Background: an optimization exercise with open tools, aiming at small area, a short achievable clock period and few clock cycles per item. Do not read the settings as production practice. The RTL was checked by simulation tests, not by an equivalence proof against the original design. Power is estimated from default activity; no workload was simulated.

==> flow/design.v <==
module el2_exu_div_ctl
  (
   input logic           clk,                        
   input logic           rst_l,                      
   input logic           dp_valid,                   
   input logic           dp_unsign,                  
   input logic           dp_rem,                     
   input logic  [31:0]   dividend,                   
   input logic  [31:0]   divisor,                    
   input logic           cancel,                     
   output logic          finish_dly,                 
   output logic [31:0]   out                         
  );
   logic        sv_ff;                  
   logic        it_ff;                  
   logic        fin_ff;                 
   logic [3:0]  cnt_ff;                 
   logic        busy, last;
   logic [31:0] r_ff;                   
   logic [31:0] q_ff;                   
   logic [32:0] b_ff;                   
   logic        rem_ff, neg_ff;         
   assign busy = sv_ff | it_ff;
   assign last = it_ff & (cnt_ff == 4'd0);
   wire  sa = ~dp_unsign & dividend[31];
   wire  sb = ~dp_unsign & divisor[31];
   wire  bz = (divisor == 32'b0);
   wire [31:0] abs_a, abs_b;
   div_cneg_in u_nega (.s(sa), .x(dividend), .y(abs_a));
   div_cneg_in u_negb (.s(sb), .x(divisor),  .y(abs_b));
   wire        q1, d1_co, q2, d2_co;
   wire [31:0] r1, d2;
   div_step34 u_s1 (.en(it_ff), .x({2'b0, r_ff}), .b({1'b0, b_ff}), .q(q1), .co(d1_co), .y(r1));
   div_step33 u_s2 (.en(it_ff), .x({1'b0, r1}), .b({1'b0, b_ff[32:1]}), .q(q2), .co(d2_co), .y(d2));
   wire [31:0] r2_n = busy ? r1 : abs_a;
   wire [31:0] r_next = q2 ? d2 : r2_n;
   wire early = ~d1_co;
   wire [5:0] clza, clzb;
   div_clz32 u_clza (.x(r_ff), .n(clza));
   div_clz32 u_clzb (.x(b_ff[31:0]), .n(clzb));
   wire [5:0]  sdiff = clzb - clza;                     
   wire        bzero = clzb[5];
   wire [3:0]  m     = (bzero | ~sv_ff) ? 4'hf : sdiff[4:1];
   wire [32:0] b_rot;
   div_rot33 u_rot (.b(b_ff), .m(m), .y(b_rot));
   always_ff @(posedge clk or negedge rst_l) begin
      if (!rst_l) begin
         sv_ff  <= 1'b0;
         it_ff  <= 1'b0;
         fin_ff <= 1'b0;
      end
      else begin
         sv_ff  <= dp_valid & ~cancel;
         it_ff  <= ~cancel & ((sv_ff & ~early) | (it_ff & (cnt_ff != 4'd0)));
         fin_ff <= ~cancel & last;
      end
   end
   always_ff @(posedge clk) begin
      cnt_ff <= sv_ff ? m : cnt_ff - 4'd1;
      r_ff   <= r_next;
      q_ff   <= it_ff ? ((last & rem_ff) ? r_next : {q_ff[29:0], q1, q2}) :
                sv_ff ? 32'b0 : (abs_a & {32{dp_rem}});
      b_ff   <= busy ? b_rot : {1'b0, abs_b};
      if (!busy) begin
         rem_ff <= dp_rem;
         neg_ff <= dp_rem ? sa : (sa ^ sb) & ~bz;
      end
   end
   wire [31:0] ans;
   div_cneg_out u_nego (.s(neg_ff), .x(q_ff), .y(ans));
   assign out        = ans;
   assign finish_dly = ~cancel & (fin_ff | (sv_ff & early));
endmodule  
module div_cneg_in (input logic s, input logic [31:0] x, output logic [31:0] y);
   wire yy_po_l0_1 = x[1] | x[0];
   wire yy_po_l0_3 = x[3] | x[2];
   wire yy_po_l0_5 = x[5] | x[4];
   wire yy_po_l0_7 = x[7] | x[6];
   wire yy_po_l0_9 = x[9] | x[8];
   wire yy_po_l0_11 = x[11] | x[10];
   wire yy_po_l0_13 = x[13] | x[12];
   wire yy_po_l0_15 = x[15] | x[14];
   wire yy_po_l0_17 = x[17] | x[16];
   wire yy_po_l0_19 = x[19] | x[18];
   wire yy_po_l0_21 = x[21] | x[20];
   wire yy_po_l0_23 = x[23] | x[22];
   wire yy_po_l0_25 = x[25] | x[24];
   wire yy_po_l0_27 = x[27] | x[26];
   wire yy_po_l0_29 = x[29] | x[28];
   wire yy_po_l1_2 = x[2] | yy_po_l0_1;
   wire yy_po_l1_3 = yy_po_l0_3 | yy_po_l0_1;
   wire yy_po_l1_6 = x[6] | yy_po_l0_5;
   wire yy_po_l1_7 = yy_po_l0_7 | yy_po_l0_5;
   wire yy_po_l1_10 = x[10] | yy_po_l0_9;
   wire yy_po_l1_11 = yy_po_l0_11 | yy_po_l0_9;
   wire yy_po_l1_14 = x[14] | yy_po_l0_13;
   wire yy_po_l1_15 = yy_po_l0_15 | yy_po_l0_13;
   wire yy_po_l1_18 = x[18] | yy_po_l0_17;
   wire yy_po_l1_19 = yy_po_l0_19 | yy_po_l0_17;
   wire yy_po_l1_22 = x[22] | yy_po_l0_21;
   wire yy_po_l1_23 = yy_po_l0_23 | yy_po_l0_21;
   wire yy_po_l1_26 = x[26] | yy_po_l0_25;
   wire yy_po_l1_27 = yy_po_l0_27 | yy_po_l0_25;
   wire yy_po_l1_30 = x[30] | yy_po_l0_29;
   wire yy_po_l2_4 = x[4] | yy_po_l1_3;
   wire yy_po_l2_5 = yy_po_l0_5 | yy_po_l1_3;
   wire yy_po_l2_6 = yy_po_l1_6 | yy_po_l1_3;
   wire yy_po_l2_7 = yy_po_l1_7 | yy_po_l1_3;
   wire yy_po_l2_12 = x[12] | yy_po_l1_11;
   wire yy_po_l2_13 = yy_po_l0_13 | yy_po_l1_11;
   wire yy_po_l2_14 = yy_po_l1_14 | yy_po_l1_11;
   wire yy_po_l2_15 = yy_po_l1_15 | yy_po_l1_11;
   wire yy_po_l2_20 = x[20] | yy_po_l1_19;
   wire yy_po_l2_21 = yy_po_l0_21 | yy_po_l1_19;
   wire yy_po_l2_22 = yy_po_l1_22 | yy_po_l1_19;
   wire yy_po_l2_23 = yy_po_l1_23 | yy_po_l1_19;
   wire yy_po_l2_28 = x[28] | yy_po_l1_27;
   wire yy_po_l2_29 = yy_po_l0_29 | yy_po_l1_27;
   wire yy_po_l2_30 = yy_po_l1_30 | yy_po_l1_27;
   wire yy_po_l3_8 = x[8] | yy_po_l2_7;
   wire yy_po_l3_9 = yy_po_l0_9 | yy_po_l2_7;
   wire yy_po_l3_10 = yy_po_l1_10 | yy_po_l2_7;
   wire yy_po_l3_11 = yy_po_l1_11 | yy_po_l2_7;
   wire yy_po_l3_12 = yy_po_l2_12 | yy_po_l2_7;
   wire yy_po_l3_13 = yy_po_l2_13 | yy_po_l2_7;
   wire yy_po_l3_14 = yy_po_l2_14 | yy_po_l2_7;
   wire yy_po_l3_15 = yy_po_l2_15 | yy_po_l2_7;
   wire yy_po_l3_24 = x[24] | yy_po_l2_23;
   wire yy_po_l3_25 = yy_po_l0_25 | yy_po_l2_23;
   wire yy_po_l3_26 = yy_po_l1_26 | yy_po_l2_23;
   wire yy_po_l3_27 = yy_po_l1_27 | yy_po_l2_23;
   wire yy_po_l3_28 = yy_po_l2_28 | yy_po_l2_23;
   wire yy_po_l3_29 = yy_po_l2_29 | yy_po_l2_23;
   wire yy_po_l3_30 = yy_po_l2_30 | yy_po_l2_23;
   wire yy_po_l4_16 = x[16] | yy_po_l3_15;
   wire yy_po_l4_17 = yy_po_l0_17 | yy_po_l3_15;
   wire yy_po_l4_18 = yy_po_l1_18 | yy_po_l3_15;
   wire yy_po_l4_19 = yy_po_l1_19 | yy_po_l3_15;
   wire yy_po_l4_20 = yy_po_l2_20 | yy_po_l3_15;
   wire yy_po_l4_21 = yy_po_l2_21 | yy_po_l3_15;
   wire yy_po_l4_22 = yy_po_l2_22 | yy_po_l3_15;
   wire yy_po_l4_23 = yy_po_l2_23 | yy_po_l3_15;
   wire yy_po_l4_24 = yy_po_l3_24 | yy_po_l3_15;
   wire yy_po_l4_25 = yy_po_l3_25 | yy_po_l3_15;
   wire yy_po_l4_26 = yy_po_l3_26 | yy_po_l3_15;
   wire yy_po_l4_27 = yy_po_l3_27 | yy_po_l3_15;
   wire yy_po_l4_28 = yy_po_l3_28 | yy_po_l3_15;
   wire yy_po_l4_29 = yy_po_l3_29 | yy_po_l3_15;
   wire yy_po_l4_30 = yy_po_l3_30 | yy_po_l3_15;
   wire [30:0] yy_po;
   assign yy_po[0] = x[0];
   assign yy_po[1] = yy_po_l0_1;
   assign yy_po[2] = yy_po_l1_2;
   assign yy_po[3] = yy_po_l1_3;
   assign yy_po[4] = yy_po_l2_4;
   assign yy_po[5] = yy_po_l2_5;
   assign yy_po[6] = yy_po_l2_6;
   assign yy_po[7] = yy_po_l2_7;
   assign yy_po[8] = yy_po_l3_8;
   assign yy_po[9] = yy_po_l3_9;
   assign yy_po[10] = yy_po_l3_10;
   assign yy_po[11] = yy_po_l3_11;
   assign yy_po[12] = yy_po_l3_12;
   assign yy_po[13] = yy_po_l3_13;
   assign yy_po[14] = yy_po_l3_14;
   assign yy_po[15] = yy_po_l3_15;
   assign yy_po[16] = yy_po_l4_16;
   assign yy_po[17] = yy_po_l4_17;
   assign yy_po[18] = yy_po_l4_18;
   assign yy_po[19] = yy_po_l4_19;
   assign yy_po[20] = yy_po_l4_20;
   assign yy_po[21] = yy_po_l4_21;
   assign yy_po[22] = yy_po_l4_22;
   assign yy_po[23] = yy_po_l4_23;
   assign yy_po[24] = yy_po_l4_24;
   assign yy_po[25] = yy_po_l4_25;
   assign yy_po[26] = yy_po_l4_26;
   assign yy_po[27] = yy_po_l4_27;
   assign yy_po[28] = yy_po_l4_28;
   assign yy_po[29] = yy_po_l4_29;
   assign yy_po[30] = yy_po_l4_30;
   wire [31:0] yy;
   assign yy[0] = x[0];
   assign yy[31:1] = x[31:1] ^ ({31{s}} & yy_po);
   assign y = yy;
endmodule
module div_cneg_out (input logic s, input logic [31:0] x, output logic [31:0] y);
   wire yy_po_l0_1 = x[1] | x[0];
   wire yy_po_l0_3 = x[3] | x[2];
   wire yy_po_l0_5 = x[5] | x[4];
   wire yy_po_l0_7 = x[7] | x[6];
   wire yy_po_l0_9 = x[9] | x[8];
   wire yy_po_l0_11 = x[11] | x[10];
   wire yy_po_l0_13 = x[13] | x[12];
   wire yy_po_l0_15 = x[15] | x[14];
   wire yy_po_l0_17 = x[17] | x[16];
   wire yy_po_l0_19 = x[19] | x[18];
   wire yy_po_l0_21 = x[21] | x[20];
   wire yy_po_l0_23 = x[23] | x[22];
   wire yy_po_l0_25 = x[25] | x[24];
   wire yy_po_l0_27 = x[27] | x[26];
   wire yy_po_l0_29 = x[29] | x[28];
   wire yy_po_l1_2 = x[2] | yy_po_l0_1;
   wire yy_po_l1_3 = yy_po_l0_3 | yy_po_l0_1;
   wire yy_po_l1_6 = x[6] | yy_po_l0_5;
   wire yy_po_l1_7 = yy_po_l0_7 | yy_po_l0_5;
   wire yy_po_l1_10 = x[10] | yy_po_l0_9;
   wire yy_po_l1_11 = yy_po_l0_11 | yy_po_l0_9;
   wire yy_po_l1_14 = x[14] | yy_po_l0_13;
   wire yy_po_l1_15 = yy_po_l0_15 | yy_po_l0_13;
   wire yy_po_l1_18 = x[18] | yy_po_l0_17;
   wire yy_po_l1_19 = yy_po_l0_19 | yy_po_l0_17;
   wire yy_po_l1_22 = x[22] | yy_po_l0_21;
   wire yy_po_l1_23 = yy_po_l0_23 | yy_po_l0_21;
   wire yy_po_l1_26 = x[26] | yy_po_l0_25;
   wire yy_po_l1_27 = yy_po_l0_27 | yy_po_l0_25;
   wire yy_po_l1_30 = x[30] | yy_po_l0_29;
   wire yy_po_l2_4 = x[4] | yy_po_l1_3;
   wire yy_po_l2_5 = yy_po_l0_5 | yy_po_l1_3;
   wire yy_po_l2_6 = yy_po_l1_6 | yy_po_l1_3;
   wire yy_po_l2_7 = yy_po_l1_7 | yy_po_l1_3;
   wire yy_po_l2_12 = x[12] | yy_po_l1_11;
   wire yy_po_l2_13 = yy_po_l0_13 | yy_po_l1_11;
   wire yy_po_l2_14 = yy_po_l1_14 | yy_po_l1_11;
   wire yy_po_l2_15 = yy_po_l1_15 | yy_po_l1_11;
   wire yy_po_l2_20 = x[20] | yy_po_l1_19;
   wire yy_po_l2_21 = yy_po_l0_21 | yy_po_l1_19;
   wire yy_po_l2_22 = yy_po_l1_22 | yy_po_l1_19;
   wire yy_po_l2_23 = yy_po_l1_23 | yy_po_l1_19;
   wire yy_po_l2_28 = x[28] | yy_po_l1_27;
   wire yy_po_l2_29 = yy_po_l0_29 | yy_po_l1_27;
   wire yy_po_l2_30 = yy_po_l1_30 | yy_po_l1_27;
   wire yy_po_l3_8 = x[8] | yy_po_l2_7;
   wire yy_po_l3_9 = yy_po_l0_9 | yy_po_l2_7;
   wire yy_po_l3_10 = yy_po_l1_10 | yy_po_l2_7;
   wire yy_po_l3_11 = yy_po_l1_11 | yy_po_l2_7;
   wire yy_po_l3_12 = yy_po_l2_12 | yy_po_l2_7;
   wire yy_po_l3_13 = yy_po_l2_13 | yy_po_l2_7;
   wire yy_po_l3_14 = yy_po_l2_14 | yy_po_l2_7;
   wire yy_po_l3_15 = yy_po_l2_15 | yy_po_l2_7;
   wire yy_po_l3_24 = x[24] | yy_po_l2_23;
   wire yy_po_l3_25 = yy_po_l0_25 | yy_po_l2_23;
   wire yy_po_l3_26 = yy_po_l1_26 | yy_po_l2_23;
   wire yy_po_l3_27 = yy_po_l1_27 | yy_po_l2_23;
   wire yy_po_l3_28 = yy_po_l2_28 | yy_po_l2_23;
   wire yy_po_l3_29 = yy_po_l2_29 | yy_po_l2_23;
   wire yy_po_l3_30 = yy_po_l2_30 | yy_po_l2_23;
   wire yy_po_l4_16 = x[16] | yy_po_l3_15;
   wire yy_po_l4_17 = yy_po_l0_17 | yy_po_l3_15;
   wire yy_po_l4_18 = yy_po_l1_18 | yy_po_l3_15;
   wire yy_po_l4_19 = yy_po_l1_19 | yy_po_l3_15;
   wire yy_po_l4_20 = yy_po_l2_20 | yy_po_l3_15;
   wire yy_po_l4_21 = yy_po_l2_21 | yy_po_l3_15;
   wire yy_po_l4_22 = yy_po_l2_22 | yy_po_l3_15;
   wire yy_po_l4_23 = yy_po_l2_23 | yy_po_l3_15;
   wire yy_po_l4_24 = yy_po_l3_24 | yy_po_l3_15;
   wire yy_po_l4_25 = yy_po_l3_25 | yy_po_l3_15;
   wire yy_po_l4_26 = yy_po_l3_26 | yy_po_l3_15;
   wire yy_po_l4_27 = yy_po_l3_27 | yy_po_l3_15;
   wire yy_po_l4_28 = yy_po_l3_28 | yy_po_l3_15;
   wire yy_po_l4_29 = yy_po_l3_29 | yy_po_l3_15;
   wire yy_po_l4_30 = yy_po_l3_30 | yy_po_l3_15;
   wire [30:0] yy_po;
   assign yy_po[0] = x[0];
   assign yy_po[1] = yy_po_l0_1;
   assign yy_po[2] = yy_po_l1_2;
   assign yy_po[3] = yy_po_l1_3;
   assign yy_po[4] = yy_po_l2_4;
   assign yy_po[5] = yy_po_l2_5;
   assign yy_po[6] = yy_po_l2_6;
   assign yy_po[7] = yy_po_l2_7;
   assign yy_po[8] = yy_po_l3_8;
   assign yy_po[9] = yy_po_l3_9;
   assign yy_po[10] = yy_po_l3_10;
   assign yy_po[11] = yy_po_l3_11;
   assign yy_po[12] = yy_po_l3_12;
   assign yy_po[13] = yy_po_l3_13;
   assign yy_po[14] = yy_po_l3_14;
   assign yy_po[15] = yy_po_l3_15;
   assign yy_po[16] = yy_po_l4_16;
   assign yy_po[17] = yy_po_l4_17;
   assign yy_po[18] = yy_po_l4_18;
   assign yy_po[19] = yy_po_l4_19;
   assign yy_po[20] = yy_po_l4_20;
   assign yy_po[21] = yy_po_l4_21;
   assign yy_po[22] = yy_po_l4_22;
   assign yy_po[23] = yy_po_l4_23;
   assign yy_po[24] = yy_po_l4_24;
   assign yy_po[25] = yy_po_l4_25;
   assign yy_po[26] = yy_po_l4_26;
   assign yy_po[27] = yy_po_l4_27;
   assign yy_po[28] = yy_po_l4_28;
   assign yy_po[29] = yy_po_l4_29;
   assign yy_po[30] = yy_po_l4_30;
   wire [31:0] yy;
   assign yy[0] = x[0];
   assign yy[31:1] = x[31:1] ^ ({31{s}} & yy_po);
   assign y = yy;
endmodule
module div_step34 (input logic en, input logic [33:0] x, input logic [33:0] b, output logic q, output logic co, output logic [31:0] y);
   wire [33:0] d_p0 = x ^ ~b;
   wire [33:0] d_g0 = x & ~b;
   wire d_g1_1 = d_g0[1] | (d_p0[1] & (d_g0[0] | d_p0[0]));
   wire d_g1_3 = d_g0[3] | (d_p0[3] & d_g0[2]);
   wire d_p1_3 = d_p0[3] & d_p0[2];
   wire d_g1_5 = d_g0[5] | (d_p0[5] & d_g0[4]);
   wire d_p1_5 = d_p0[5] & d_p0[4];
   wire d_g1_7 = d_g0[7] | (d_p0[7] & d_g0[6]);
   wire d_p1_7 = d_p0[7] & d_p0[6];
   wire d_g1_9 = d_g0[9] | (d_p0[9] & d_g0[8]);
   wire d_p1_9 = d_p0[9] & d_p0[8];
   wire d_g1_11 = d_g0[11] | (d_p0[11] & d_g0[10]);
   wire d_p1_11 = d_p0[11] & d_p0[10];
   wire d_g1_13 = d_g0[13] | (d_p0[13] & d_g0[12]);
   wire d_p1_13 = d_p0[13] & d_p0[12];
   wire d_g1_15 = d_g0[15] | (d_p0[15] & d_g0[14]);
   wire d_p1_15 = d_p0[15] & d_p0[14];
   wire d_g1_17 = d_g0[17] | (d_p0[17] & d_g0[16]);
   wire d_p1_17 = d_p0[17] & d_p0[16];
   wire d_g1_19 = d_g0[19] | (d_p0[19] & d_g0[18]);
   wire d_p1_19 = d_p0[19] & d_p0[18];
   wire d_g1_21 = d_g0[21] | (d_p0[21] & d_g0[20]);
   wire d_p1_21 = d_p0[21] & d_p0[20];
   wire d_g1_23 = d_g0[23] | (d_p0[23] & d_g0[22]);
   wire d_p1_23 = d_p0[23] & d_p0[22];
   wire d_g1_25 = d_g0[25] | (d_p0[25] & d_g0[24]);
   wire d_p1_25 = d_p0[25] & d_p0[24];
   wire d_g1_27 = d_g0[27] | (d_p0[27] & d_g0[26]);
   wire d_p1_27 = d_p0[27] & d_p0[26];
   wire d_g1_29 = d_g0[29] | (d_p0[29] & d_g0[28]);
   wire d_p1_29 = d_p0[29] & d_p0[28];
   wire d_g1_31 = d_g0[31] | (d_p0[31] & d_g0[30]);
   wire d_p1_31 = d_p0[31] & d_p0[30];
   wire d_g1_33 = d_g0[33] | (d_p0[33] & d_g0[32]);
   wire d_p1_33 = d_p0[33] & d_p0[32];
   wire d_g2_3 = d_g1_3 | (d_p1_3 & d_g1_1);
   wire d_g2_7 = d_g1_7 | (d_p1_7 & d_g1_5);
   wire d_p2_7 = d_p1_7 & d_p1_5;
   wire d_g2_11 = d_g1_11 | (d_p1_11 & d_g1_9);
   wire d_p2_11 = d_p1_11 & d_p1_9;
   wire d_g2_15 = d_g1_15 | (d_p1_15 & d_g1_13);
   wire d_p2_15 = d_p1_15 & d_p1_13;
   wire d_g2_19 = d_g1_19 | (d_p1_19 & d_g1_17);
   wire d_p2_19 = d_p1_19 & d_p1_17;
   wire d_g2_23 = d_g1_23 | (d_p1_23 & d_g1_21);
   wire d_p2_23 = d_p1_23 & d_p1_21;
   wire d_g2_27 = d_g1_27 | (d_p1_27 & d_g1_25);
   wire d_p2_27 = d_p1_27 & d_p1_25;
   wire d_g2_31 = d_g1_31 | (d_p1_31 & d_g1_29);
   wire d_p2_31 = d_p1_31 & d_p1_29;
   wire d_g3_7 = d_g2_7 | (d_p2_7 & d_g2_3);
   wire d_g3_15 = d_g2_15 | (d_p2_15 & d_g2_11);
   wire d_p3_15 = d_p2_15 & d_p2_11;
   wire d_g3_23 = d_g2_23 | (d_p2_23 & d_g2_19);
   wire d_p3_23 = d_p2_23 & d_p2_19;
   wire d_g3_31 = d_g2_31 | (d_p2_31 & d_g2_27);
   wire d_p3_31 = d_p2_31 & d_p2_27;
   wire d_g4_15 = d_g3_15 | (d_p3_15 & d_g3_7);
   wire d_g4_31 = d_g3_31 | (d_p3_31 & d_g3_23);
   wire d_p4_31 = d_p3_31 & d_p3_23;
   wire d_g5_31 = d_g4_31 | (d_p4_31 & d_g4_15);
   wire d_g7_23 = d_g3_23 | (d_p3_23 & d_g4_15);
   wire d_g8_11 = d_g2_11 | (d_p2_11 & d_g3_7);
   wire d_g8_19 = d_g2_19 | (d_p2_19 & d_g4_15);
   wire d_g8_27 = d_g2_27 | (d_p2_27 & d_g7_23);
   wire d_g9_5 = d_g1_5 | (d_p1_5 & d_g2_3);
   wire d_g9_9 = d_g1_9 | (d_p1_9 & d_g3_7);
   wire d_g9_13 = d_g1_13 | (d_p1_13 & d_g8_11);
   wire d_g9_17 = d_g1_17 | (d_p1_17 & d_g4_15);
   wire d_g9_21 = d_g1_21 | (d_p1_21 & d_g8_19);
   wire d_g9_25 = d_g1_25 | (d_p1_25 & d_g7_23);
   wire d_g9_29 = d_g1_29 | (d_p1_29 & d_g8_27);
   wire d_g9_33 = d_g1_33 | (d_p1_33 & d_g5_31);
   wire d_g10_2 = d_g0[2] | (d_p0[2] & d_g1_1);
   wire d_g10_4 = d_g0[4] | (d_p0[4] & d_g2_3);
   wire d_g10_6 = d_g0[6] | (d_p0[6] & d_g9_5);
   wire d_g10_8 = d_g0[8] | (d_p0[8] & d_g3_7);
   wire d_g10_10 = d_g0[10] | (d_p0[10] & d_g9_9);
   wire d_g10_12 = d_g0[12] | (d_p0[12] & d_g8_11);
   wire d_g10_14 = d_g0[14] | (d_p0[14] & d_g9_13);
   wire d_g10_16 = d_g0[16] | (d_p0[16] & d_g4_15);
   wire d_g10_18 = d_g0[18] | (d_p0[18] & d_g9_17);
   wire d_g10_20 = d_g0[20] | (d_p0[20] & d_g8_19);
   wire d_g10_22 = d_g0[22] | (d_p0[22] & d_g9_21);
   wire d_g10_24 = d_g0[24] | (d_p0[24] & d_g7_23);
   wire d_g10_26 = d_g0[26] | (d_p0[26] & d_g9_25);
   wire d_g10_28 = d_g0[28] | (d_p0[28] & d_g8_27);
   wire d_g10_30 = d_g0[30] | (d_p0[30] & d_g9_29);
   wire d_g10_32 = d_g0[32] | (d_p0[32] & d_g5_31);
   wire [33:0] d_c = {d_g9_33, d_g10_32, d_g5_31, d_g10_30, d_g9_29, d_g10_28, d_g8_27, d_g10_26, d_g9_25, d_g10_24, d_g7_23, d_g10_22, d_g9_21, d_g10_20, d_g8_19, d_g10_18, d_g9_17, d_g10_16, d_g4_15, d_g10_14, d_g9_13, d_g10_12, d_g8_11, d_g10_10, d_g9_9, d_g10_8, d_g3_7, d_g10_6, d_g9_5, d_g10_4, d_g2_3, d_g10_2, d_g1_1, (d_g0[0] | d_p0[0])};
   wire [33:0] d = d_p0 ^ {d_c[32:0], 1'b1};
   wire d_co = d_c[33];
   assign co = d_co;
   assign q  = en & d_co;
   assign y  = q ? d[31:0] : x[31:0];
endmodule
module div_step33 (input logic en, input logic [32:0] x, input logic [32:0] b, output logic q, output logic co, output logic [31:0] y);
   wire [32:0] d_p0 = x ^ ~b;
   wire [32:0] d_g0 = x & ~b;
   wire d_g1_1 = d_g0[1] | (d_p0[1] & (d_g0[0] | d_p0[0]));
   wire d_g1_3 = d_g0[3] | (d_p0[3] & d_g0[2]);
   wire d_p1_3 = d_p0[3] & d_p0[2];
   wire d_g1_5 = d_g0[5] | (d_p0[5] & d_g0[4]);
   wire d_p1_5 = d_p0[5] & d_p0[4];
   wire d_g1_7 = d_g0[7] | (d_p0[7] & d_g0[6]);
   wire d_p1_7 = d_p0[7] & d_p0[6];
   wire d_g1_9 = d_g0[9] | (d_p0[9] & d_g0[8]);
   wire d_p1_9 = d_p0[9] & d_p0[8];
   wire d_g1_11 = d_g0[11] | (d_p0[11] & d_g0[10]);
   wire d_p1_11 = d_p0[11] & d_p0[10];
   wire d_g1_13 = d_g0[13] | (d_p0[13] & d_g0[12]);
   wire d_p1_13 = d_p0[13] & d_p0[12];
   wire d_g1_15 = d_g0[15] | (d_p0[15] & d_g0[14]);
   wire d_p1_15 = d_p0[15] & d_p0[14];
   wire d_g1_17 = d_g0[17] | (d_p0[17] & d_g0[16]);
   wire d_p1_17 = d_p0[17] & d_p0[16];
   wire d_g1_19 = d_g0[19] | (d_p0[19] & d_g0[18]);
   wire d_p1_19 = d_p0[19] & d_p0[18];
   wire d_g1_21 = d_g0[21] | (d_p0[21] & d_g0[20]);
   wire d_p1_21 = d_p0[21] & d_p0[20];
   wire d_g1_23 = d_g0[23] | (d_p0[23] & d_g0[22]);
   wire d_p1_23 = d_p0[23] & d_p0[22];
   wire d_g1_25 = d_g0[25] | (d_p0[25] & d_g0[24]);
   wire d_p1_25 = d_p0[25] & d_p0[24];
   wire d_g1_27 = d_g0[27] | (d_p0[27] & d_g0[26]);
   wire d_p1_27 = d_p0[27] & d_p0[26];
   wire d_g1_29 = d_g0[29] | (d_p0[29] & d_g0[28]);
   wire d_p1_29 = d_p0[29] & d_p0[28];
   wire d_g1_31 = d_g0[31] | (d_p0[31] & d_g0[30]);
   wire d_p1_31 = d_p0[31] & d_p0[30];
   wire d_g2_3 = d_g1_3 | (d_p1_3 & d_g1_1);
   wire d_g2_7 = d_g1_7 | (d_p1_7 & d_g1_5);
   wire d_p2_7 = d_p1_7 & d_p1_5;
   wire d_g2_11 = d_g1_11 | (d_p1_11 & d_g1_9);
   wire d_p2_11 = d_p1_11 & d_p1_9;
   wire d_g2_15 = d_g1_15 | (d_p1_15 & d_g1_13);
   wire d_p2_15 = d_p1_15 & d_p1_13;
   wire d_g2_19 = d_g1_19 | (d_p1_19 & d_g1_17);
   wire d_p2_19 = d_p1_19 & d_p1_17;
   wire d_g2_23 = d_g1_23 | (d_p1_23 & d_g1_21);
   wire d_p2_23 = d_p1_23 & d_p1_21;
   wire d_g2_27 = d_g1_27 | (d_p1_27 & d_g1_25);
   wire d_p2_27 = d_p1_27 & d_p1_25;
   wire d_g2_31 = d_g1_31 | (d_p1_31 & d_g1_29);
   wire d_p2_31 = d_p1_31 & d_p1_29;
   wire d_g3_7 = d_g2_7 | (d_p2_7 & d_g2_3);
   wire d_g3_15 = d_g2_15 | (d_p2_15 & d_g2_11);
   wire d_p3_15 = d_p2_15 & d_p2_11;
   wire d_g3_23 = d_g2_23 | (d_p2_23 & d_g2_19);
   wire d_p3_23 = d_p2_23 & d_p2_19;
   wire d_g3_31 = d_g2_31 | (d_p2_31 & d_g2_27);
   wire d_p3_31 = d_p2_31 & d_p2_27;
   wire d_g4_15 = d_g3_15 | (d_p3_15 & d_g3_7);
   wire d_g4_31 = d_g3_31 | (d_p3_31 & d_g3_23);
   wire d_p4_31 = d_p3_31 & d_p3_23;
   wire d_g5_31 = d_g4_31 | (d_p4_31 & d_g4_15);
   wire d_g7_23 = d_g3_23 | (d_p3_23 & d_g4_15);
   wire d_g8_11 = d_g2_11 | (d_p2_11 & d_g3_7);
   wire d_g8_19 = d_g2_19 | (d_p2_19 & d_g4_15);
   wire d_g8_27 = d_g2_27 | (d_p2_27 & d_g7_23);
   wire d_g9_5 = d_g1_5 | (d_p1_5 & d_g2_3);
   wire d_g9_9 = d_g1_9 | (d_p1_9 & d_g3_7);
   wire d_g9_13 = d_g1_13 | (d_p1_13 & d_g8_11);
   wire d_g9_17 = d_g1_17 | (d_p1_17 & d_g4_15);
   wire d_g9_21 = d_g1_21 | (d_p1_21 & d_g8_19);
   wire d_g9_25 = d_g1_25 | (d_p1_25 & d_g7_23);
   wire d_g9_29 = d_g1_29 | (d_p1_29 & d_g8_27);
   wire d_g10_2 = d_g0[2] | (d_p0[2] & d_g1_1);
   wire d_g10_4 = d_g0[4] | (d_p0[4] & d_g2_3);
   wire d_g10_6 = d_g0[6] | (d_p0[6] & d_g9_5);
   wire d_g10_8 = d_g0[8] | (d_p0[8] & d_g3_7);
   wire d_g10_10 = d_g0[10] | (d_p0[10] & d_g9_9);
   wire d_g10_12 = d_g0[12] | (d_p0[12] & d_g8_11);
   wire d_g10_14 = d_g0[14] | (d_p0[14] & d_g9_13);
   wire d_g10_16 = d_g0[16] | (d_p0[16] & d_g4_15);
   wire d_g10_18 = d_g0[18] | (d_p0[18] & d_g9_17);
   wire d_g10_20 = d_g0[20] | (d_p0[20] & d_g8_19);
   wire d_g10_22 = d_g0[22] | (d_p0[22] & d_g9_21);
   wire d_g10_24 = d_g0[24] | (d_p0[24] & d_g7_23);
   wire d_g10_26 = d_g0[26] | (d_p0[26] & d_g9_25);
   wire d_g10_28 = d_g0[28] | (d_p0[28] & d_g8_27);
   wire d_g10_30 = d_g0[30] | (d_p0[30] & d_g9_29);
   wire d_g10_32 = d_g0[32] | (d_p0[32] & d_g5_31);
   wire [32:0] d_c = {d_g10_32, d_g5_31, d_g10_30, d_g9_29, d_g10_28, d_g8_27, d_g10_26, d_g9_25, d_g10_24, d_g7_23, d_g10_22, d_g9_21, d_g10_20, d_g8_19, d_g10_18, d_g9_17, d_g10_16, d_g4_15, d_g10_14, d_g9_13, d_g10_12, d_g8_11, d_g10_10, d_g9_9, d_g10_8, d_g3_7, d_g10_6, d_g9_5, d_g10_4, d_g2_3, d_g10_2, d_g1_1, (d_g0[0] | d_p0[0])};
   wire [32:0] d = d_p0 ^ {d_c[31:0], 1'b1};
   wire d_co = d_c[32];
   assign co = d_co;
   assign q  = en & d_co;
   assign y  = d[31:0];
endmodule
module div_clz32 (input logic [31:0] x, output logic [5:0] n);
   wire c_v0_0 = x[1] | x[0];
   wire c_z0_0 = ~x[1];
   wire c_v0_1 = x[3] | x[2];
   wire c_z0_1 = ~x[3];
   wire c_v0_2 = x[5] | x[4];
   wire c_z0_2 = ~x[5];
   wire c_v0_3 = x[7] | x[6];
   wire c_z0_3 = ~x[7];
   wire c_v0_4 = x[9] | x[8];
   wire c_z0_4 = ~x[9];
   wire c_v0_5 = x[11] | x[10];
   wire c_z0_5 = ~x[11];
   wire c_v0_6 = x[13] | x[12];
   wire c_z0_6 = ~x[13];
   wire c_v0_7 = x[15] | x[14];
   wire c_z0_7 = ~x[15];
   wire c_v0_8 = x[17] | x[16];
   wire c_z0_8 = ~x[17];
   wire c_v0_9 = x[19] | x[18];
   wire c_z0_9 = ~x[19];
   wire c_v0_10 = x[21] | x[20];
   wire c_z0_10 = ~x[21];
   wire c_v0_11 = x[23] | x[22];
   wire c_z0_11 = ~x[23];
   wire c_v0_12 = x[25] | x[24];
   wire c_z0_12 = ~x[25];
   wire c_v0_13 = x[27] | x[26];
   wire c_z0_13 = ~x[27];
   wire c_v0_14 = x[29] | x[28];
   wire c_z0_14 = ~x[29];
   wire c_v0_15 = x[31] | x[30];
   wire c_z0_15 = ~x[31];
   wire c_v1_0 = c_v0_1 | c_v0_0;
   wire c_z1_0_0 = c_v0_1 ? c_z0_1 : c_z0_0;
   wire c_v1_1 = c_v0_3 | c_v0_2;
   wire c_z1_1_0 = c_v0_3 ? c_z0_3 : c_z0_2;
   wire c_v1_2 = c_v0_5 | c_v0_4;
   wire c_z1_2_0 = c_v0_5 ? c_z0_5 : c_z0_4;
   wire c_v1_3 = c_v0_7 | c_v0_6;
   wire c_z1_3_0 = c_v0_7 ? c_z0_7 : c_z0_6;
   wire c_v1_4 = c_v0_9 | c_v0_8;
   wire c_z1_4_0 = c_v0_9 ? c_z0_9 : c_z0_8;
   wire c_v1_5 = c_v0_11 | c_v0_10;
   wire c_z1_5_0 = c_v0_11 ? c_z0_11 : c_z0_10;
   wire c_v1_6 = c_v0_13 | c_v0_12;
   wire c_z1_6_0 = c_v0_13 ? c_z0_13 : c_z0_12;
   wire c_v1_7 = c_v0_15 | c_v0_14;
   wire c_z1_7_0 = c_v0_15 ? c_z0_15 : c_z0_14;
   wire c_v2_0 = c_v1_1 | c_v1_0;
   wire c_z2_0_0 = c_v1_1 ? ~c_v0_3 : ~c_v0_1;
   wire c_z2_0_1 = c_v1_1 ? c_z1_1_0 : c_z1_0_0;
   wire c_v2_1 = c_v1_3 | c_v1_2;
   wire c_z2_1_0 = c_v1_3 ? ~c_v0_7 : ~c_v0_5;
   wire c_z2_1_1 = c_v1_3 ? c_z1_3_0 : c_z1_2_0;
   wire c_v2_2 = c_v1_5 | c_v1_4;
   wire c_z2_2_0 = c_v1_5 ? ~c_v0_11 : ~c_v0_9;
   wire c_z2_2_1 = c_v1_5 ? c_z1_5_0 : c_z1_4_0;
   wire c_v2_3 = c_v1_7 | c_v1_6;
   wire c_z2_3_0 = c_v1_7 ? ~c_v0_15 : ~c_v0_13;
   wire c_z2_3_1 = c_v1_7 ? c_z1_7_0 : c_z1_6_0;
   wire c_v3_0 = c_v2_1 | c_v2_0;
   wire c_z3_0_0 = c_v2_1 ? ~c_v1_3 : ~c_v1_1;
   wire c_z3_0_1 = c_v2_1 ? c_z2_1_0 : c_z2_0_0;
   wire c_z3_0_2 = c_v2_1 ? c_z2_1_1 : c_z2_0_1;
   wire c_v3_1 = c_v2_3 | c_v2_2;
   wire c_z3_1_0 = c_v2_3 ? ~c_v1_7 : ~c_v1_5;
   wire c_z3_1_1 = c_v2_3 ? c_z2_3_0 : c_z2_2_0;
   wire c_z3_1_2 = c_v2_3 ? c_z2_3_1 : c_z2_2_1;
   wire c_v4_0 = c_v3_1 | c_v3_0;
   wire c_z4_0_0 = c_v3_1 ? ~c_v2_3 : ~c_v2_1;
   wire c_z4_0_1 = c_v3_1 ? c_z3_1_0 : c_z3_0_0;
   wire c_z4_0_2 = c_v3_1 ? c_z3_1_1 : c_z3_0_1;
   wire c_z4_0_3 = c_v3_1 ? c_z3_1_2 : c_z3_0_2;
   wire [5:0] c = {~c_v4_0, c_v4_0 & ~c_v3_1, c_v4_0 & c_z4_0_0, c_v4_0 & c_z4_0_1, c_v4_0 & c_z4_0_2, c_v4_0 & c_z4_0_3};
   assign n = c;
endmodule
module div_rot33 (input logic [32:0] b, input logic [3:0] m, output logic [32:0] y);
   wire [32:0] b_r1  = {b[31:0], b[32]};
   wire [32:0] b_r2  = m[0] ? {b_r1[30:0], b_r1[32:31]} : b_r1;
   wire [32:0] b_r4  = m[1] ? {b_r2[28:0], b_r2[32:29]} : b_r2;
   wire [32:0] b_r8  = m[2] ? {b_r4[24:0], b_r4[32:25]} : b_r4;
   assign y          = m[3] ? {b_r8[16:0], b_r8[32:17]} : b_r8;
endmodule
==> flow/flow/run.sh <==
#!/bin/bash
set -euo pipefail
MARGIN=${MARGIN:-6.8}
PORTBUF=${PORTBUF:-sky130_fd_sc_hd__buf_1}
sed -E -e "s/SETUP_SLACK_MARGIN=[^ ]+/SETUP_SLACK_MARGIN=${MARGIN}/" \
       -e "s/CLKGATE_MAP_FILE= /CLKGATE_MAP_FILE= 'BUFFER_PORTS_ARGS=-buffer_cell ${PORTBUF}' /" \
       standard.sh > standard_mod.sh
grep -q "BUFFER_PORTS_ARGS" standard_mod.sh
bash standard_mod.sh > flow.log 2>&1
==> flow/standard.sh <==
#!/bin/bash
# synth_recipe.tcl (not shown) runs the flow's synth.tcl, then flattens the netlist and writes it again
# the make line also repeats each setting of config.mk as NAME=value (left out here)
make -C /OpenROAD-flow-scripts/flow DESIGN_CONFIG=/design/flow/config.mk WORK_HOME=/design/flow/orfs CLKGATE_MAP_FILE= SYNTH_SCRIPT=/design/flow/synth_recipe.tcl "${@:-finish}"
==> flow/config.mk <==
export PLATFORM = sky130hd
export DESIGN_NAME = el2_exu_div_ctl
export DESIGN_NICKNAME = el2_exu_div_ctl
export VERILOG_FILES = /design/flow/design.v
export SDC_FILE = /design/flow/constraint.sdc
export NUM_CORES = 8
export LEC_CHECK = 0
export CAP_MARGIN = 40
export CORE_MARGIN = 2
export CORE_UTILIZATION = 40
export SETUP_SLACK_MARGIN = 5
export SLEW_MARGIN = 40
export SYNTH_HIERARCHICAL = 1
export SYNTH_MINIMUM_KEEP_SIZE = 0
==> flow/constraint.sdc <==
create_clock -name core_clock -period 12.0 [get_ports {clk}]
set_input_delay 2.4000 -clock core_clock [delete_from_list [all_inputs] [get_ports {clk}]]
set_output_delay 2.4000 -clock core_clock [all_outputs]
set_load 0.01 [all_outputs]
==> impl_metrics.toml, run 1 <==
[synthesis]
synth.avg_cell_area_um2 = 9.775
ys_warn_count = 7
synthCells = 1264
synth_area_um2 = 12360

[floorplanning]
die_w_um = 179.8
initial_utilization_pct = 40.50
coreArea_um2 = 30510
die_area_um2 = 32310
io_pins = 103
chipHeight_um = 179.8
rows = 64

[clock_tree]
cts_buffers = 9
root_buffer = "clkbuf_16"
cts_tree = "built"
ctsHoldBuffers = 0
cts_buffer_depth = 2
h-tree-depth = 3
clk_pin_slew_worst_paths_ps = 80
numClockSinks = 106
clk_latency_ps = 380

[setup_path]
critPathLaunchType = "flip-flop"
worstSetupPathType = "reg -> out"
crit_arrival_ps = 2840
critPathCaptureType = "output pin"
worstPathRequired_ps = 9600
path_max_fanout = 3

[power_and_ir_drop]
p_leak_nw = 5.725
switching_power_w = 0.002033
p_int_w = 0.002178
pwr_density_cell_nw_per_um2 = 299.4
peakVddDrop_uv = 106.3
p_sw_share_pct = 48.28
p_seq_share_pct = 19.6
pwr-share-comb_pct = 73.1
power_frac_clock_pct = 7.3

[timing]
drv_slew = 0
fmax_mhz = 190.9
rsz0062_at_grt = "yes"
setup-violations-final = 0
skew_ps = 11.75
fin_crit_ps = 5239
hold_viol = 0
max_slew_margin_pct = 42.21
tns_ps = 0
worst_pin_slew_ps = 864.7
min_period_over_period_pct = 43.66

[run]
cap_viol_max_count = 0

[run_status]
outcome = "timing/DRC/antenna clean"

[global_route]
grt_pass1_vias = 10050
grt_max_degree = 65
use_met3_pct = 3.768
grt_util_met2_pct = 39.07
antenna_found_initial = 0
grt_pass1_wl_mm = 56.23
busiest_layer = "met2"
grtUsageMet1_pct = 26.68
grt_overflow_total = 0
grt_usage_pct = 21.79

[drt]
viasPerCell = 5.846
post_drt_wl_per_cell_um = 20.19
drc = 0
vias = 10340
routed_wl_mm = 35.70
first_pass_iters = 5
ant_nets = 0
dr.first_iter.drc_count = 874

[place]
post_dp_cell_area_um2 = 12980
gp_routability_congestion = 0.8847
place_hpwl_mm = 27.16
io_buffers = 102

[layout]
fillCellCount = 2874
nets = 1539
drive_gt1_share_pct = 28.50
areaGrowthSynthToFinish_pct = 13.82
antenna_cells = 0
mostFrequentLayoutCell = "inv_1"
final_cell_mix = "113 x inv_1, 108 x xnor2_1, 100 x buf_1"
design_area_um2 = 14060

[hold_path]
hp-class = "reg -> reg"
## metrics by stage
step           power [W]  hold slack [ps]  instances  util (%)  worst slack (ps)
6_report        0.004211            482.5       1768     46.10              6761
5_1_grt         0.004550            511.9       1768     46.10              6618
4_1_cts         0.003942            488.1       1742     44.39              6801
3_5_place_dp    0.003533            463.6       1714     42.53              5414
3_3_place_gp    0.003474            475.8       1709     42.22              5507
2_1_floorplan   0.002855            442.2       1268         -              6991
## flip-flops by register name, summed over array words and instances (netlist names), 4 cells and up
register / count
cnt_ff: 4
q_ff: 32
r_ff: 32
b_ff: 33
## critical path: stages (launching register included)
cell	delay (ps)
dfxtp_2	350
inv_2	60
ha_4	150
fa_2	360
nand2b_4	160
a21oi_4	130
o211ai_1	110
buf_4	160
a31oi_4	220
nor3_2	70
o21ai_2	280
inv_1	90
a21oi_2	120
nor2_1	50
buf_2	140
## power by group through the flow
stage | Clock, W | Sequential [W] | Combinational (W)
floorplan | 0 | 0.000665 | 0.00219
global placement | 0 | 0.000827 | 0.00265
detailed placement | 0 | 0.000823 | 0.00271
CTS | 0.000313 | 0.000820 | 0.00281
global route | 0.000325 | 0.000848 | 0.00338
finish | 0.000307 | 0.000827 | 0.00308
## layout make-up
type / instances / area [um2] / area share [%]
timing repair buffer: 151 / 855.8 / 6.085
inverter: 118 / 445.4 / 3.167
sequential: 106 / 2271 / 16.15
tap: 396 / 495.5 / 3.523
clock buffer: 10 / 239.0 / 1.699
multi-input combinational: 981 / 9701 / 68.98
clock inverter: 6 / 56.30 / 0.4004
## timing repair
item                       CTS  global route
pin swaps                    8            19
setup buffers               10            26
resized for setup           62            87
setup endpoints to repair   76            61
gates cloned                 2             0
## per-layer routing
layer	vias up	wire (um)	share of wire, %
li1	4887	-	-
met3	63	2037	5.7
met2	301	18180	51
met4	0	979	2.7
met5	-	0	0
met1	5085	14500	41
## worst paths after layout
check                      slack (ps)  depth (start not counted)  startpoint    endpoint
setup / recovery                 6760                         14     r_ff[0]  finish_dly
hold reg to reg                   480                          1   cnt_ff[0]   cnt_ff[0]
hold / removal                    480                          1   cnt_ff[0]   cnt_ff[0]
max in group asynchronous       10020                          1       rst_l       sv_ff
min in group asynchronous        1820                          1       rst_l       it_ff
setup reg to reg                 6810                         23     r_ff[3]    q_ff[26]
Testbench counts, summed over its fixed seeds: cycles 18,134, items 3,200.
==> inputs of run 2 (changes only) <==
--- a/flow/config.mk
+++ b/flow/config.mk
@@ -6,4 +6,5 @@
 export NUM_CORES = 8
 export LEC_CHECK = 0
+export ABC_AREA = 1
 export CAP_MARGIN = 40
 export CORE_MARGIN = 2
==> run 2 against run 1 <==
Cell area rose by 4.9%. Fmax rose by 1.5%. Combinational power fell by 13%. Total power fell by 13%. Sequential cell count did not move. Clock power fell by 2%. Via count rose by 37%. Clock-buffer cell count rose by 1. Non-clock buffer count fell by 31. Synthesized cell count rose by 91%. Synthesized area rose by 12%. Worst setup slack improved by 78 ps.
==> impl_metrics.toml, run 2 <==
[drt]
dr.first_iter.drc_count = 854
first_pass_iters = 5
ant_nets = 0
viasPerCell = 4.861
drc = 0
post_drt_wl_per_cell_um = 14.13
routed_wl_mm = 41.16
vias = 14170

[layout]
regArea_um2 = 2175
final_cell_mix = "876 x nand2_1, 364 x inv_1, 281 x nand3_1"
areaGrowthSynthToFinish_pct = 6.254
antenna_cells = 0
largest_register_ffs = 33
fillCellCount = 3821
mostFrequentLayoutCell = "nand2_1"
finalCoreUtilization_pct = 42.92
drive_gt1_share_pct = 7.889
layout.cells.non_filler = 2914
reg_top3 = "b_ff x33, q_ff x32, r_ff x32"
nets = 2626
multi_input_area_um2 = 9763
largest_register = "b_ff"

[hold_path]
hold_start = "cnt_ff[0]"
hp-class = "reg -> reg"
hold-path-cell-count = 1
min_to = "cnt_ff[0]"

[timing]
tns_ps = 0
drv_slew = 0
rsz0062_at_grt = "no"
hold-worst-slack_ps = 473.1
min_period_over_period_pct = 43.02
hold_viol = 0
skew_ps = 17.58
setup-violations-final = 0
max_slew_margin_pct = 47.61
worst_pin_slew_ps = 785.9
fin_crit_ps = 5162
fmax_mhz = 193.7

[run_status]
outcome = "timing/DRC/antenna clean"

[power_and_ir_drop]
totalPowerFinal_w = 0.003676
p_leak_nw = 8.262
pwr_density_cell_nw_per_um2 = 249.1
peakVddDrop_uv = 99.48

[clock_tree]
clk_latency_ps = 380
root_buffer = "clkbuf_16"
h-tree-depth = 3
ctsHoldBuffers = 0
cts_buffers = 9
cts_buffer_depth = 2
clk_pin_slew_worst_paths_ps = 70
cts_tree = "built"
numClockSinks = 106

[floorplanning]
rows = 68
initial_utilization_pct = 40.40
chipHeight_um = 190.3
coreArea_um2 = 34370
io_pins = 103
die_area_um2 = 36220
die_w_um = 190.3

[place]
gp_routability_congestion = 0.9560
place_hpwl_mm = 32.41
dp_cells = 2892
io_buffers = 102

[run]
cap_viol_max_count = 0

[synthesis]
synth.avg_cell_area_um2 = 5.764
ys_warn_count = 7
synth_area_um2 = 13890
synthCells = 2409

[setup_path]
critPathLaunchType = "input port"
r2r_end = "q_ff[2]"
crit_arrival_ps = 2760
critPathCaptureType = "output pin"
rrSetupSlack_ps = 7140
worstSetupPathType = "in -> out"
worstPathRequired_ps = 9600
path_max_fanout = 4
r2r-start = "r_ff[0]"
reg2reg_depth = 29

[global_route]
grt_pass1_vias = 13200
grt_pass1_wl_mm = 67.39
grt_usage_pct = 23.15
grt_max_degree = 71
grt_overflow_total = 0
antenna_found_initial = 0
[run 2: per-stage QoR]
step | setup slack [ps] | instance area (um2)
detailed placement | 6789 | 14360
floorplan | 7031 | 13900
global placement | 6807 | 14360
global route | 6809 | 14750
CTS | 6832 | 14670
finish | 6838 | 14750
[run 2: where the power goes]
group | switching, W | internal [W]
clock | 0.000157 | 0.000143
sequential | 0.000222 | 0.000473
combinational | 0.00172 | 0.000957
[run 2: cell type report]
cell class / count / area share (%)
clock buffer: 11 / 1.577
tap: 455 / 3.859
timing repair buffer: 120 / 3.647
inverter: 381 / 9.744
multi-input combinational: 1836 / 66.17
sequential: 106 / 14.74
clock inverter: 5 / 0.2629
[run 2: worst max-delay path: stages]
cell,delay [ps]
buf_1,110
nor2_1,100
buf_1,150
[run 2: worst max path at each step]
stage	startpoint	end	slack, ps	cells after the start
after detailed placement	b_ff[6]	q_ff[2]	6790	32
after floorplan	cancel	finish_dly	7030	1
after global placement	cancel	finish_dly	6810	3
final	cancel	finish_dly	6840	3
after CTS	cancel	finish_dly	6830	3
after global routing	cancel	finish_dly	6810	3
[run 2: what timing repair did]
| item | in CTS | in global routing |
|---|---|---|
| pin swaps | 1 | 1 |
| setup buffers | 3 | 1 |
| cloned | 1 | 0 |
| hold endpoints to repair | 0 | 0 |
| gates resized for setup | 1 | 20 |
| endpoints found under the setup margin | 2 | 65 |
[run 2: layer usage]
metal	vias up	wire length, um	part of all wire (%)	track usage (%)
met1	6295	19790	48	30.89
li1	7490	-	-	-
met2	339	18700	45	39.51
met5	-	0	0	0
met4	0	1117	2.7	7.812
met3	42	1558	3.8	1.619
==> inputs of run 3 (changes only) <==
--- a/flow/config.mk
+++ b/flow/config.mk
@@ -6,8 +6,8 @@
 export NUM_CORES = 8
 export LEC_CHECK = 0
-export ABC_AREA = 1
 export CAP_MARGIN = 40
 export CORE_MARGIN = 2
 export CORE_UTILIZATION = 40
+export GPL_TIMING_DRIVEN = 1
 export SETUP_SLACK_MARGIN = 5
 export SLEW_MARGIN = 40
==> run 3 against run 2 <==
Still clean on timing, DRC and antenna. Sequential share of layout area rose by 1.4 points. Fmax fell by 1.5%. Cell count fell by 39%. Total power rose by 15%. Hold slack improved by 9.3 ps. Global-route usage fell by 1.4 points. Clock skew fell by 5.8 ps. Register-to-register slack got worse by 330 ps. Utilization rose by 3.2 points. Combinational power rose by 15%. Non-clock buffer count rose by 31. Critical path type is now reg -> out.
==> impl_metrics.toml, run 3 <==
[hold_path]
min_to = "cnt_ff[0]"
hp-class = "reg -> reg"
hold-path-cell-count = 1
hold_start = "cnt_ff[0]"

[setup_path]
worstSetupPathType = "reg -> out"
crit_start = "r_ff[0]"
r2r-start = "r_ff[3]"
path_max_fanout = 3
crit_path_cell_trace = "inv_2, ha_4, fa_2, nand2b_4, a21oi_4, o211ai_1, buf_4, a31oi_4, nor3_2, o21ai_2, inv_1, a21oi_2, nor2_1, buf_2"
critPathCaptureType = "output pin"
critPathSlowestCell = "fa_2"
crit_arrival_ps = 2840
reg2reg_depth = 23
critPathLaunchType = "flip-flop"
cpPeakStageDelay_ps = 360
r2r_end = "q_ff[26]"
rrSetupSlack_ps = 6810
worstPathRequired_ps = 9600

[layout]
largest_register = "b_ff"
nets = 1539
reg_top3 = "b_ff x33, q_ff x32, r_ff x32"
largest_register_ffs = 33
drive_gt1_share_pct = 28.50
areaGrowthSynthToFinish_pct = 13.82
antenna_cells = 0
mostFrequentLayoutCell = "inv_1"
finalCoreUtilization_pct = 46.10
final_cell_mix = "113 x inv_1, 108 x xnor2_1, 100 x buf_1"

[run]
cap_viol_max_count = 0

[timing]
tns_ps = 0
rsz0062_at_grt = "yes"
fmax_mhz = 190.9
fin_ws_ps = 6761
hold_viol = 0
setup-violations-final = 0
worst_pin_slew_ps = 864.7
fin_crit_ps = 5239
max_slew_margin_pct = 42.21
min_period_over_period_pct = 43.66
drv_slew = 0
skew_ps = 11.75

[floorplanning]
chipHeight_um = 179.8
io_pins = 103
rows = 64
die_area_um2 = 32310
die_w_um = 179.8
coreArea_um2 = 30510
initial_utilization_pct = 40.50

[clock_tree]
numClockSinks = 106
ctsHoldBuffers = 0
cts_buffer_depth = 2
cts_buffers = 9
cts_tree = "built"
h-tree-depth = 3
root_buffer = "clkbuf_16"
clk_pin_slew_worst_paths_ps = 80
clk_latency_ps = 380

[drt]
routed_wl_mm = 35.70
drc = 0
first_pass_iters = 5
dr.first_iter.drc_count = 874
post_drt_wl_per_cell_um = 20.19
ant_nets = 0
vias = 10340
viasPerCell = 5.846

[synthesis]
synth.avg_cell_area_um2 = 9.775
synthCells = 1264
synth_area_um2 = 12360
ys_warn_count = 7

[place]
io_buffers = 102
dp_worst_setup_slack_ps = 5414
gp_routability_congestion = 0.8847
place_hpwl_mm = 27.16

[global_route]
grt_max_degree = 65
grt_overflow_total = 0
grt_pass1_wl_mm = 56.23
grt_pass1_vias = 10050
grt_usage_pct = 21.79
antenna_found_initial = 0

[power_and_ir_drop]
peakVddDrop_uv = 106.3
pwr_density_cell_nw_per_um2 = 299.4
p_leak_nw = 5.725

[run_status]
outcome = "timing/DRC/antenna clean"
-- run 3: changes by cell type in the layout (fill, tap and decap cells not counted), moves of 35 or more --
| cell | previous run | this run |
|---|---|---|
| nand2_1 | 876 | 84 |
| nor2_1 | 166 | 39 |
| nand2_2 | 50 | 2 |
| xnor2_1 | 22 | 108 |
| mux2i_1 | 0 | 39 |
| and3_1 | 0 | 35 |
| mux2_2 | 0 | 35 |
| nand3_1 | 281 | 8 |
| mux4_2 | 0 | 60 |
| inv_1 | 364 | 113 |
| a21oi_1 | 73 | 35 |
-- run 3: through the flow --
| step | instance area [um2] | std cells | hold WS, ps | total power (W) |
|---|---|---|---|---|
| finish | 14060 | 1768 | 482.5 | 0.004211 |
| detailed placement | 12980 | 1714 | 463.6 | 0.003533 |
| floorplan | 12370 | 1268 | 442.2 | 0.002855 |
| global placement | 12880 | 1709 | 475.8 | 0.003474 |
| CTS | 13540 | 1742 | 488.1 | 0.003942 |
| global route | 14060 | 1768 | 511.9 | 0.004550 |
-- run 3: critical path: cells and delay by family, from the launching register on --
kind	cells	cell delay, ps
AOI/OAI and AO/OA	5	860
and+or+nand+nor	3	280
DFF	1	350
buffers and inverters	4	450
adders and majority gates	2	510
-- run 3: layer usage --
layer	vias up	wire [um]	GRT usage (%)
met5	-	0	0
met4	0	979	6.374
met3	63	2037	3.768
met2	301	18180	39.07
met1	5085	14500	26.68
li1	4887	-	-
-- run 3: what timing repair did --
action | 4_1_cts | 5_1_grt
pin swaps | 8 | 19
setup buffers | 10 | 26
gates resized for setup | 62 | 87
gates cloned | 2 | 0
endpoints found under the setup margin | 76 | 61
-- run 3: how the worst max path moves through the flow --
stage | to | slack [ps] | cells past startpoint
floorplan | q_ff[27] | 6990 | 23
global placement | q_ff[3] | 5510 | 21
detailed placement | q_ff[12] | 5410 | 21
CTS | finish_dly | 6800 | 3
global route | q_ff[27] | 6620 | 25
finish | finish_dly | 6760 | 14
-- run 3: cell type report --
| type | instances | area (um2) |
|---|---|---|
| multi-input cells | 981 | 9701 |
| clock inverters | 6 | 56.30 |
| inverters | 118 | 445.4 |
| flip-flops and latches | 106 | 2271 |
| well taps | 396 | 495.5 |
| fillers | 2874 | 16450 |
| repair buffers | 151 | 855.8 |
| clock buffers | 10 | 239.0 |
-- run 3: report_power, final --
group	internal [W]	switching, W
clock	0.000151	0.000156
combinational	0.00150	0.00158
sequential	0.000525	0.000301
==> inputs of run 4 (changes only) <==
--- a/flow/flow/run.sh
+++ b/flow/flow/run.sh
@@ -1,5 +1,5 @@
 #!/bin/bash
 set -euo pipefail
-MARGIN=${MARGIN:-6.8}
+MARGIN=${MARGIN:-6.7}
 PORTBUF=${PORTBUF:-sky130_fd_sc_hd__buf_1}
 sed -E -e "s/SETUP_SLACK_MARGIN=[^ ]+/SETUP_SLACK_MARGIN=${MARGIN}/" \
--- a/flow/config.mk
+++ b/flow/config.mk
@@ -9,5 +9,4 @@
 export CORE_MARGIN = 2
 export CORE_UTILIZATION = 40
-export GPL_TIMING_DRIVEN = 1
 export SETUP_SLACK_MARGIN = 5
 export SLEW_MARGIN = 40
==> run 4 against run 3 <==
Global-route usage shrank 0.23 points. Register-to-register slack lost 60 ps. Synthesized cell count is the same. Via count grew 0.68%. Synthesized area is the same. Wire length grew 0.37%. Worst setup slack lost 33 ps. Fmax shrank 0.63%. Clock skew is essentially flat. Die area is the same. Total power shrank 0.41%. Hold slack is essentially flat. Largest power group unchanged.
==> impl_metrics.toml, run 4 <==
[run_status]
outcome = "timing/DRC/antenna clean"

[floorplanning]
die_w_um = 179.8
chipHeight_um = 179.8
io_pins = 103
coreArea_um2 = 30510
rows = 64
initial_utilization_pct = 40.50
die_area_um2 = 32310

[global_route]
grt_max_degree = 65
grt_pass1_wl_mm = 55.71
grt_pass1_vias = 9954
grt_usage_pct = 21.56
antenna_found_initial = 0
grt_overflow_total = 0

[place]
post_dp_cell_area_um2 = 12980
place_hpwl_mm = 27.16
gp_routability_congestion = 0.8847
io_buffers = 102

[setup_path]
r2r-start = "r_ff[3]"
r2r_end = "q_ff[30]"
cp-endpoint = "finish_dly"
path_max_fanout = 3
critPathSlowestCell = "fa_2"
reg2reg_depth = 23
cpPeakStageDelay_ps = 360
crit_arrival_ps = 2870
critPathLaunchType = "flip-flop"
critPathCaptureType = "output pin"
rrSetupSlack_ps = 6750
worstSetupPathType = "reg -> out"
crit_family = "compound AO/OA/AOI/OAI gates"
critical_path_buf_inv_count = 4
crit_path_cell_trace = "inv_2, ha_4, fa_2, nand2b_4, a21oi_4, o211ai_1, buf_4, a31oi_4, nor3_1, o21ai_2, inv_1, a21oi_1, nor2_1, buf_1"
worstPathRequired_ps = 9600
crit_start = "r_ff[0]"
cp.depth = 14

[layout]
multi_input_area_um2 = 9668
drive_gt1_share_pct = 28.10
largest_register = "b_ff"
nets = 1544
design_area_um2 = 14070
areaGrowthSynthToFinish_pct = 13.85
mostFrequentLayoutCell = "inv_1"
largest_register_ffs = 33
reg_top3 = "b_ff x33, q_ff x32, r_ff x32"
regArea_um2 = 2271
final_cell_mix = "114 x inv_1, 109 x xnor2_1, 101 x buf_1"
antenna_cells = 0
fillCellCount = 2869

[clock_tree]
clk_pin_slew_worst_paths_ps = 80
numClockSinks = 106
ctsHoldBuffers = 0
root_buffer = "clkbuf_16"
cts_buffers = 9
clk_latency_ps = 370
cts_buffer_depth = 2
cts_tree = "built"
h-tree-depth = 3

[timing]
tns_ps = 0
fin_crit_ps = 5272
worst_pin_slew_ps = 869.1
skew_ps = 12.14
hold_viol = 0
drv_slew = 0
rsz0062_at_grt = "yes"
max_slew_margin_pct = 41.91
min_period_over_period_pct = 43.94
setup-violations-final = 0
fmax_mhz = 189.7

[synthesis]
ys_warn_count = 7
synth_area_um2 = 12360
synthCells = 1264
synth.avg_cell_area_um2 = 9.775

[drt]
dr.first_iter.drc_count = 824
wl_met1_mm = 14.59
wl_met3_mm = 2.040
wl_met2_mm = 18.46
routed_wl_mm = 35.83
first_pass_iters = 5
vias = 10410
drc = 0
top_layer_used = "met4"
post_drt_wl_per_cell_um = 20.21
viasPerCell = 5.869
ant_nets = 0

[run]
cap_viol_max_count = 0

[power_and_ir_drop]
p_leak_nw = 5.734
pwr_density_cell_nw_per_um2 = 298.1
peakVddDrop_uv = 105.1

[hold_path]
hold-path-cell-count = 1
hp-class = "reg -> reg"
run 4: power by group:
group / total [W] / internal [W] / switching [W]
Sequential: 0.000828 / 0.000526 / 0.000303
Clock: 0.000307 / 0.000151 / 0.000155
Combinational: 0.00306 / 0.00149 / 0.00157
run 4: worst register-to-register path, delay by kind of cell (launching register included):
kind / cells / cell delay (ps)
compound gates: 12 / 2480
fa+ha+maj: 4 / 1280
buf+inv: 4 / 520
flops: 1 / 420
mux: 1 / 250
simple gates: 2 / 210
run 4: stage by stage:
step	worst slack (ps)	cells	hold WS, ps	power [W]	utilization (%)
floorplan	6991	1268	442.2	0.002855	-
global placement	5507	1709	475.8	0.003474	42.22
detailed placement	5414	1714	463.6	0.003533	42.53
CTS	6702	1734	488.1	0.003907	44.07
global route	6567	1773	511.9	0.004529	46.11
finish	6728	1773	482.5	0.004194	46.11
run 4: how the worst min path moves through the flow:
stage	startpoint	to	slack [ps]
after floorplan	cnt_ff[0]	cnt_ff[0]	440
final	cnt_ff[0]	cnt_ff[0]	480
after global routing	cnt_ff[0]	cnt_ff[0]	510
after detailed placement	cnt_ff[0]	cnt_ff[0]	460
after global placement	cnt_ff[0]	cnt_ff[0]	480
after CTS	cnt_ff[0]	cnt_ff[0]	490
run 4: what timing repair did:
item | 4_1_cts | 5_1_grt
setup buffers | 3 | 38
setup endpoints to repair | 65 | 83
pin swaps | 5 | 19
cloned | 1 | 1
hold endpoints to repair | 0 | 0
resized for setup | 50 | 90
run 4: metal layers:
layer | vias up | GRT usage (%)
met1 | 5133 | 26.39
met3 | 53 | 3.626
li1 | 4907 | -
met5 | - | 0
met4 | 0 | 5.496
met2 | 313 | 39.14
run 4: final cells by class:
type | instances | share of cell area [%]
inverter | 118 | 3.166
timing repair buffer | 156 | 6.342
clock inverter | 6 | 0.4003
multi-input combinational | 981 | 68.73
tap | 396 | 3.522
clock buffer | 10 | 1.699
sequential | 106 | 16.14
==> inputs of run 5 (changes only) <==
--- a/flow/flow/run.sh
+++ b/flow/flow/run.sh
@@ -1,5 +1,5 @@
 #!/bin/bash
 set -euo pipefail
-MARGIN=${MARGIN:-6.7}
+MARGIN=${MARGIN:-6.8}
 PORTBUF=${PORTBUF:-sky130_fd_sc_hd__buf_1}
 sed -E -e "s/SETUP_SLACK_MARGIN=[^ ]+/SETUP_SLACK_MARGIN=${MARGIN}/" \
--- a/flow/config.mk
+++ b/flow/config.mk
@@ -9,4 +9,6 @@
 export CORE_MARGIN = 2
 export CORE_UTILIZATION = 40
+export CTS_CLUSTER_DIAMETER = 200
+export CTS_CLUSTER_SIZE = 50
 export SETUP_SLACK_MARGIN = 5
 export SLEW_MARGIN = 40
==> run 5 against run 4 <==
Total power grew 0.41%. Wire length shrank 0.37%. Synthesized area is the same. Utilization is essentially flat. First-iteration DRC count grew 6.1%. Hold slack is essentially flat. Synthesized cell count is the same. Critical endpoint unchanged. Largest cell class unchanged. Largest power group unchanged. Highest routed layer unchanged.
==> impl_metrics.toml, run 5 <==
[run_status]
outcome = "timing/DRC/antenna clean"

[timing]
skew_ps = 11.75
setup-violations-final = 0
hold_viol = 0
tns_ps = 0
fmax_mhz = 190.9
max_slew_margin_pct = 42.21
fin_crit_ps = 5239
worst_pin_slew_ps = 864.7
drv_slew = 0
min_period_over_period_pct = 43.66
hold-worst-slack_ps = 482.5
rsz0062_at_grt = "yes"

[setup_path]
critPathLaunchType = "flip-flop"
r2r_end = "q_ff[26]"
path_max_fanout = 3
crit_start = "r_ff[0]"
rrSetupSlack_ps = 6810
worstPathRequired_ps = 9600
r2r-start = "r_ff[3]"
worstSetupPathType = "reg -> out"
reg2reg_depth = 23
cp-endpoint = "finish_dly"
crit_arrival_ps = 2840
critPathCaptureType = "output pin"

[clock_tree]
ctsHoldBuffers = 0
clk_pin_slew_worst_paths_ps = 80
cts_buffers = 9
numClockSinks = 106
root_buffer = "clkbuf_16"
clk_latency_ps = 380
cts_buffer_depth = 2
cts_tree = "built"
h-tree-depth = 3

[synthesis]
synth.avg_cell_area_um2 = 9.775
synth_area_um2 = 12360
ys_warn_count = 7
synthCells = 1264

[drt]
first_pass_iters = 5
routed_wl_mm = 35.70
dr.first_iter.drc_count = 874
viasPerCell = 5.846
drc = 0
post_drt_wl_per_cell_um = 20.19
vias = 10340
ant_nets = 0

[floorplanning]
io_pins = 103
rows = 64
coreArea_um2 = 30510
initial_utilization_pct = 40.50
die_area_um2 = 32310
die_w_um = 179.8
chipHeight_um = 179.8

[layout]
layout.cells.non_filler = 1768
antenna_cells = 0
fillCellCount = 2874
mostFrequentLayoutCell = "inv_1"
largest_register = "b_ff"
final_cell_mix = "113 x inv_1, 108 x xnor2_1, 100 x buf_1"
nets = 1539
areaGrowthSynthToFinish_pct = 13.82
design_area_um2 = 14060
finalCoreUtilization_pct = 46.10
reg_top3 = "b_ff x33, q_ff x32, r_ff x32"
largest_register_ffs = 33
drive_gt1_share_pct = 28.50

[place]
dp_cells = 1714
gp_routability_congestion = 0.8847
io_buffers = 102
post_dp_cell_area_um2 = 12980
place_hpwl_mm = 27.16

[hold_path]
hp-class = "reg -> reg"

[power_and_ir_drop]
p_leak_nw = 5.725
peakVddDrop_uv = 106.3
pwr_density_cell_nw_per_um2 = 299.4

[global_route]
grt_overflow_total = 0
grt_usage_pct = 21.79
antenna_found_initial = 0
grt_max_degree = 65
grt_pass1_wl_mm = 56.23
grt_pass1_vias = 10050

[run]
cap_viol_max_count = 0
-- run 5: stage by stage --
stage / total power (W) / setup WS, ps
2_1_floorplan: 0.002855 / 6991
3_3_place_gp: 0.003474 / 5507
3_5_place_dp: 0.003533 / 5414
4_1_cts: 0.003942 / 6801
5_1_grt: 0.004550 / 6618
6_report: 0.004211 / 6761
-- run 5: final cells by class --
cell class / instances / area (um2) / area share [%]
multi-input combinational: 981 / 9701 / 68.98
clock inverter: 6 / 56.30 / 0.4004
timing repair buffer: 151 / 855.8 / 6.085
sequential: 106 / 2271 / 16.15
tap: 396 / 495.5 / 3.523
inverter: 118 / 445.4 / 3.167
clock buffer: 10 / 239.0 / 1.699
-- run 5: power breakdown --
group	internal, W	switching (W)
logic	0.00150	0.00158
registers	0.000525	0.000301
clock network	0.000151	0.000156
total	0.00218	0.00203
-- run 5: how the worst min path moves through the flow --
| stage | start | end | slack (ps) | cells past startpoint |
|---|---|---|---|---|
| after floorplan | cnt_ff[0] | cnt_ff[0] | 440 | 1 |
| after global placement | cnt_ff[0] | cnt_ff[0] | 480 | 1 |
| after detailed placement | cnt_ff[0] | cnt_ff[0] | 460 | 1 |
| after CTS | cnt_ff[0] | cnt_ff[0] | 490 | 1 |
| after global routing | cnt_ff[0] | cnt_ff[0] | 510 | 1 |
| final | cnt_ff[0] | cnt_ff[0] | 480 | 1 |
-- run 5: worst max-delay path, cell delays in order, from the launching register on --
cell and delay, ps:
dfxtp_2 350, inv_2 60, ha_4 150, fa_2 360
nand2b_4 160, a21oi_4 130, o211ai_1 110, buf_4 160
a31oi_4 220, nor3_2 70, o21ai_2 280, inv_1 90
a21oi_2 120, nor2_1 50, buf_2 140
-- run 5: repair_timing --
action | CTS | global route
pin swaps | 8 | 19
buffers inserted | 10 | 26
gates cloned | 2 | 0
endpoints found under the setup margin | 76 | 61
gates resized for setup | 62 | 87
-- run 5: routing by layer --
layer	part of all wire [%]	up-vias	global-route usage (%)
met2	51	301	39.07
met5	0	-	0
met4	2.7	0	6.374
li1	-	4887	-
met3	5.7	63	3.768
met1	41	5085	26.68

## static timing again, ports no longer ideal
No port has a modelled driver above. Below, the same layouts with a new extraction and two added sets of constraints. Step 1, drivers: a clkbuf_16 drives clk and a buf_2 each remaining input, both assumed. Step 2, shift: input delay + t, output delay - t, t = (earliest + latest rising clock arrival at the registers) / 2. This alone moves slack from input paths to output paths. Three values: ideal, step 1, step 2; two values: the first two.
run	t, ns	slack for setup (ns)	slew at the worst register clock pin (ns)
run 1	0.418	6.761 / 6.712 / 6.777	0.08 / 0.08
run 2	0.426	6.838 / 6.817 / 6.817	0.09 / 0.09
run 3	0.418	6.761 / 6.712 / 6.777	0.08 / 0.08
run 4	0.417	6.728 / 6.678 / 6.754	0.08 / 0.08
run 5	0.418	6.761 / 6.712 / 6.777	0.08 / 0.08
After both steps every run listed still meets setup and hold. For run 2, which loses most, drivers alone change the setup slack by -0.021 ns; drivers and shift together by -0.021 ns.
